Background: an optimization exercise with open tools, aiming at small area, a short achievable clock period and few clock cycles per item. Do not read the settings as production practice.

// dsp_block_mapping
module dsp_block_mapping #(
    parameter NUM_BANKS         = 8,
    parameter CACHE_LINES       = 16,
    parameter BLOCK_SIZE_BYTES  = 64,
    parameter ADDR_WIDTH        = 32,
    parameter BLOCK_ID_WIDTH    = 16
)(
    input  logic                         clk,
    input  logic                         rst_n,
    input  logic [1:0]                   map_mode,
    input  logic [47:0]                  sys_config,
    input  logic                         map_req_valid,
    input  logic [BLOCK_ID_WIDTH-1:0]    block_id,
    input  logic [ADDR_WIDTH-1:0]        base_addr,
    output logic                         map_ready,
    output logic [64:0]                  mapping_result,
    output logic                         map_result_valid,
    input  logic                         map_result_ready,
    output logic [31:0]                  bank_conflict_count,
    output logic [31:0]                  cache_miss_count
);
    localparam int DIV_ROWS = 8;               
    localparam int NGRP     = 16 / DIV_ROWS;   
    localparam int GW       = $clog2(NGRP);
    logic [15:0] bs;
    logic [2:0]  bank_mask;
    logic        blocked;
    assign bs        = sys_config[31:16];
    assign bank_mask = {sys_config[43], sys_config[43] | sys_config[42],
                        sys_config[43] | sys_config[42] | sys_config[41]};
    assign blocked   = (map_mode == 2'b01);
    logic vld_q, busy_q;
    logic req_hs, res_hs;
    assign map_ready = ~(vld_q | busy_q);
    assign req_hs    = map_req_valid & map_ready;
    assign res_hs    = vld_q & map_result_ready;
    logic [31:0] l0 [0:16];
  ...
For scale: ~180 flip-flops, about 230 I/O pins, roughly 22000 um^2 of cells after synthesis.
==> module dsp_block_mapping, before the edit <==
module dsp_block_mapping #(
    parameter NUM_BANKS         = 8,
    parameter CACHE_LINES       = 16,
    parameter BLOCK_SIZE_BYTES  = 64,
    parameter ADDR_WIDTH        = 32,
    parameter BLOCK_ID_WIDTH    = 16
)(
    input  logic                         clk,
    input  logic                         rst_n,
    input  logic [1:0]                   map_mode,
    input  logic [47:0]                  sys_config,
    input  logic                         map_req_valid,
    input  logic [BLOCK_ID_WIDTH-1:0]    block_id,
    input  logic [ADDR_WIDTH-1:0]        base_addr,
    output logic                         map_ready,
    output logic [64:0]                  mapping_result,
    output logic                         map_result_valid,
    input  logic                         map_result_ready,
    output logic [31:0]                  bank_conflict_count,
    output logic [31:0]                  cache_miss_count
);
    localparam int DIV_ROWS = 8;               
    localparam int NGRP     = 16 / DIV_ROWS;   
    localparam int GW       = $clog2(NGRP);
    logic [15:0] bs;
    logic [2:0]  bank_mask;
    logic        blocked;
    assign bs        = sys_config[31:16];
    assign bank_mask = {sys_config[43], sys_config[43] | sys_config[42],
                        sys_config[43] | sys_config[42] | sys_config[41]};
    assign blocked   = (map_mode == 2'b01);
    logic vld_q, busy_q;
    logic req_hs, res_hs;
    assign map_ready = ~(vld_q | busy_q);
    assign req_hs    = map_req_valid & map_ready;
    assign res_hs    = vld_q & map_result_ready;
    logic [31:0] l0 [0:16];
    logic [31:0] l1 [0:11];
    logic [31:0] l2 [0:7];
    logic [31:0] l3 [0:5];
    logic [31:0] l4 [0:3];
    logic [31:0] l5 [0:2];
    logic [31:0] l6 [0:1];
    always_comb begin
        for (int i = 0; i < 16; i++) l0[i] = bs[i] ? ({16'd0, block_id} << i) : 32'd0;
        l0[16] = base_addr;
        for (int i = 0; i < 5; i++) begin l1[2*i] = l0[3*i] ^ l0[3*i+1] ^ l0[3*i+2]; l1[2*i+1] = ((l0[3*i] & l0[3*i+1]) | (l0[3*i] & l0[3*i+2]) | (l0[3*i+1] & l0[3*i+2])) << 1; end
        l1[10] = l0[15]; l1[11] = l0[16];
        for (int i = 0; i < 4; i++) begin l2[2*i] = l1[3*i] ^ l1[3*i+1] ^ l1[3*i+2]; l2[2*i+1] = ((l1[3*i] & l1[3*i+1]) | (l1[3*i] & l1[3*i+2]) | (l1[3*i+1] & l1[3*i+2])) << 1; end
        for (int i = 0; i < 2; i++) begin l3[2*i] = l2[3*i] ^ l2[3*i+1] ^ l2[3*i+2]; l3[2*i+1] = ((l2[3*i] & l2[3*i+1]) | (l2[3*i] & l2[3*i+2]) | (l2[3*i+1] & l2[3*i+2])) << 1; end
        l3[4] = l2[6]; l3[5] = l2[7];
        for (int i = 0; i < 2; i++) begin l4[2*i] = l3[3*i] ^ l3[3*i+1] ^ l3[3*i+2]; l4[2*i+1] = ((l3[3*i] & l3[3*i+1]) | (l3[3*i] & l3[3*i+2]) | (l3[3*i+1] & l3[3*i+2])) << 1; end
        l5[0] = l4[0] ^ l4[1] ^ l4[2]; l5[0+1] = ((l4[0] & l4[1]) | (l4[0] & l4[2]) | (l4[1] & l4[2])) << 1; l5[2] = l4[3];
        l6[0] = l5[0] ^ l5[1] ^ l5[2]; l6[0+1] = ((l5[0] & l5[1]) | (l5[0] & l5[2]) | (l5[1] & l5[2])) << 1;
    end
    logic [2:0] prod_lo;
    logic [3:0] line_d;
    assign prod_lo = block_id[2:0] * bs[2:0];
    assign line_d  = base_addr[3:0] + {prod_lo, 1'b0};
    logic [31:0] sum_q;
    logic [30:0] car_q;
    logic [15:0] id_q;
    logic [3:0]  line_q;
    logic [2:0]  bank_q;
    logic [GW-1:0] g0;
    logic [15:0]   r_init;
    always_comb begin
        g0     = '0;
        r_init = block_id >> DIV_ROWS;
        for (int g = 1; g < NGRP; g++) begin
            if ((bs >> (16 - DIV_ROWS*g)) == 16'd0) begin
                g0     = GW'(g);
                r_init = block_id >> (DIV_ROWS*g + DIV_ROWS);
            end
        end
    end
    logic [15:0]   r_q;
    logic [GW-1:0] g_q;
    logic [15:0]   bs_q;
    logic [15:0]   r_row [0:DIV_ROWS];
    logic [DIV_ROWS-1:0] id_bits;
    logic [DIV_ROWS-1:0] q_bits;
    assign id_bits = id_q[DIV_ROWS*g_q +: DIV_ROWS];
    assign r_row[0] = r_q;
    genvar k;
    generate
        for (k = 0; k < DIV_ROWS; k++) begin : g_row
            logic [16:0] t, d;
            assign t = {r_row[k], id_bits[DIV_ROWS-1-k]};
            assign d = t - {1'b0, bs_q};
            assign q_bits[DIV_ROWS-1-k] = ~d[16];
            assign r_row[k+1] = d[16] ? t[15:0] : d[15:0];
        end
    endgenerate
    always_ff @(posedge clk or negedge rst_n) begin
        if (!rst_n) begin
            vld_q  <= 1'b0;
            busy_q <= 1'b0;
        end else begin
            if (req_hs) begin
                busy_q <= blocked;
                vld_q  <= ~blocked;
            end else if (busy_q) begin
                if (g_q == '0) begin
                    busy_q <= 1'b0;
                    vld_q  <= 1'b1;
                end
            end else if (res_hs) begin
                vld_q  <= 1'b0;
            end
        end
    end
    always_ff @(posedge clk) begin
        sum_q  <= l6[0];
        car_q  <= l6[1][31:1];
        id_q   <= block_id;
        line_q <= line_d;
        bs_q   <= bs;
        r_q    <= busy_q ? r_row[DIV_ROWS] : r_init;
        g_q    <= busy_q ? g_q - GW'(1) : g0;
        if (!blocked)
            bank_q <= block_id[2:0] & bank_mask;
        else if (busy_q && g_q == '0)
            bank_q <= q_bits[2:0] & bank_mask;
    end
    logic [31:0] addr;
    assign addr = sum_q + {car_q, 1'b0};
    assign mapping_result   = {id_q, 5'd0, bank_q, 4'd0, line_q, addr, vld_q};
    assign map_result_valid = vld_q;
    logic [2:0]  last_bank_q;
    logic        have_last_q;
    logic [15:0] seen_q;
    logic [4:0]  miss_q;
    logic [31:0] conf_q;
    always_ff @(posedge clk or negedge rst_n) begin
        if (!rst_n) begin
            last_bank_q <= '0;
            have_last_q <= 1'b0;
            seen_q      <= '0;
            miss_q      <= '0;
            conf_q      <= '0;
        end else if (res_hs) begin
            last_bank_q <= bank_q;
            have_last_q <= 1'b1;
            if (have_last_q && last_bank_q == bank_q)
                conf_q <= conf_q + 32'd1;
            if (!seen_q[line_q])
                miss_q <= miss_q + 5'd1;
            seen_q[line_q] <= 1'b1;
        end
    end
    assign bank_conflict_count = conf_q;
    assign cache_miss_count    = {27'd0, miss_q};
endmodule
export LEC_CHECK = 0
export CAP_MARGIN = 20
export CORE_MARGIN = 2
export CORE_UTILIZATION = 40
export SLEW_MARGIN = 20
create_clock -name core_clock -period 55.0 [get_ports {clk}]
run.sh (not shown) runs the stock make flow with config.mk's settings and CLKGATE_MAP_FILE= SYNTH_SCRIPT=/design/flow/synth_recipe.tcl, a recipe that flattens the netlist after the stock synthesis.
Next try:
--- a/flow/design.v
+++ b/flow/design.v
@@ -17,13 +17,13 @@
     output logic [64:0]                  mapping_result,
     output logic                         map_result_valid,
     input  logic                         map_result_ready,
     output logic [31:0]                  bank_conflict_count,
     output logic [31:0]                  cache_miss_count
 );
-    localparam int DIV_ROWS = 8;               
+    localparam int DIV_ROWS = 4;               
     localparam int NGRP     = 16 / DIV_ROWS;   
     localparam int GW       = $clog2(NGRP);
     logic [15:0] bs;
     logic [2:0]  bank_mask;
     logic        blocked;
     assign bs        = sys_config[31:16];
@@ -64,13 +64,13 @@
     logic [3:0]  line_q;
     logic [2:0]  bank_q;
     logic [GW-1:0] g0;
     logic [15:0]   r_init;
     always_comb begin
         g0     = '0;
-        r_init = block_id >> DIV_ROWS;
+        r_init = {4'd0, block_id[15:4]};
         for (int g = 1; g < NGRP; g++) begin
             if ((bs >> (16 - DIV_ROWS*g)) == 16'd0) begin
                 g0     = GW'(g);
                 r_init = block_id >> (DIV_ROWS*g + DIV_ROWS);
             end
         end
- via count goes down by about a fifth
- design area goes down by roughly a tenth
- routed wire length goes down by about a fifth
- first-iteration DRC count goes down by a quarter to a third
- maximum frequency goes up by well over a third
- setup slack gets better by 13 ns
- synthesized cell count goes down by about a fifth
- sequential share of layout area goes up by 2.6 points
- critical path depth goes down by 89
- clock-buffer cell count stays the same
- sequential cell count goes up by 1
- die area goes down by about a fifth
- worst hold slack barely changes
- global-route usage goes down by 0.94 points
No functional check of the RTL was part of any run of this note.

static timing again, ports no longer ideal:
The results above use ideal ports. As a check the final layouts listed here were re-extracted and re-timed, cells and wires unchanged. Step 1 sets driving cells, clkbuf_16 on the clock port and buf_2 on the other inputs (assumed; they add their load-dependent delay and slew). Step 2 moves the port delays by t, midway between the first and last clock arrival at a register: inputs arrive t later, outputs are due t later. That takes back most of the time a late clock gives input paths. Slacks: ideal / step 1 / step 2; pairs: ideal / step 1.
| run | t, ns | setup WS [ns] | worst hold slack (ns) |
|---|---|---|---|
| the first run | 0.540 | 26.489 / 26.489 / 26.489 | 0.457 / 0.457 / 0.457 |
| the second run | 0.546 | 39.521 / 39.463 / 39.058 | 0.457 / 0.457 / 0.457 |
After both steps every run listed still meets setup and hold. The setup slack of the second run, which loses most, moves by -0.058 ns with the drivers and by -0.463 ns with both steps.
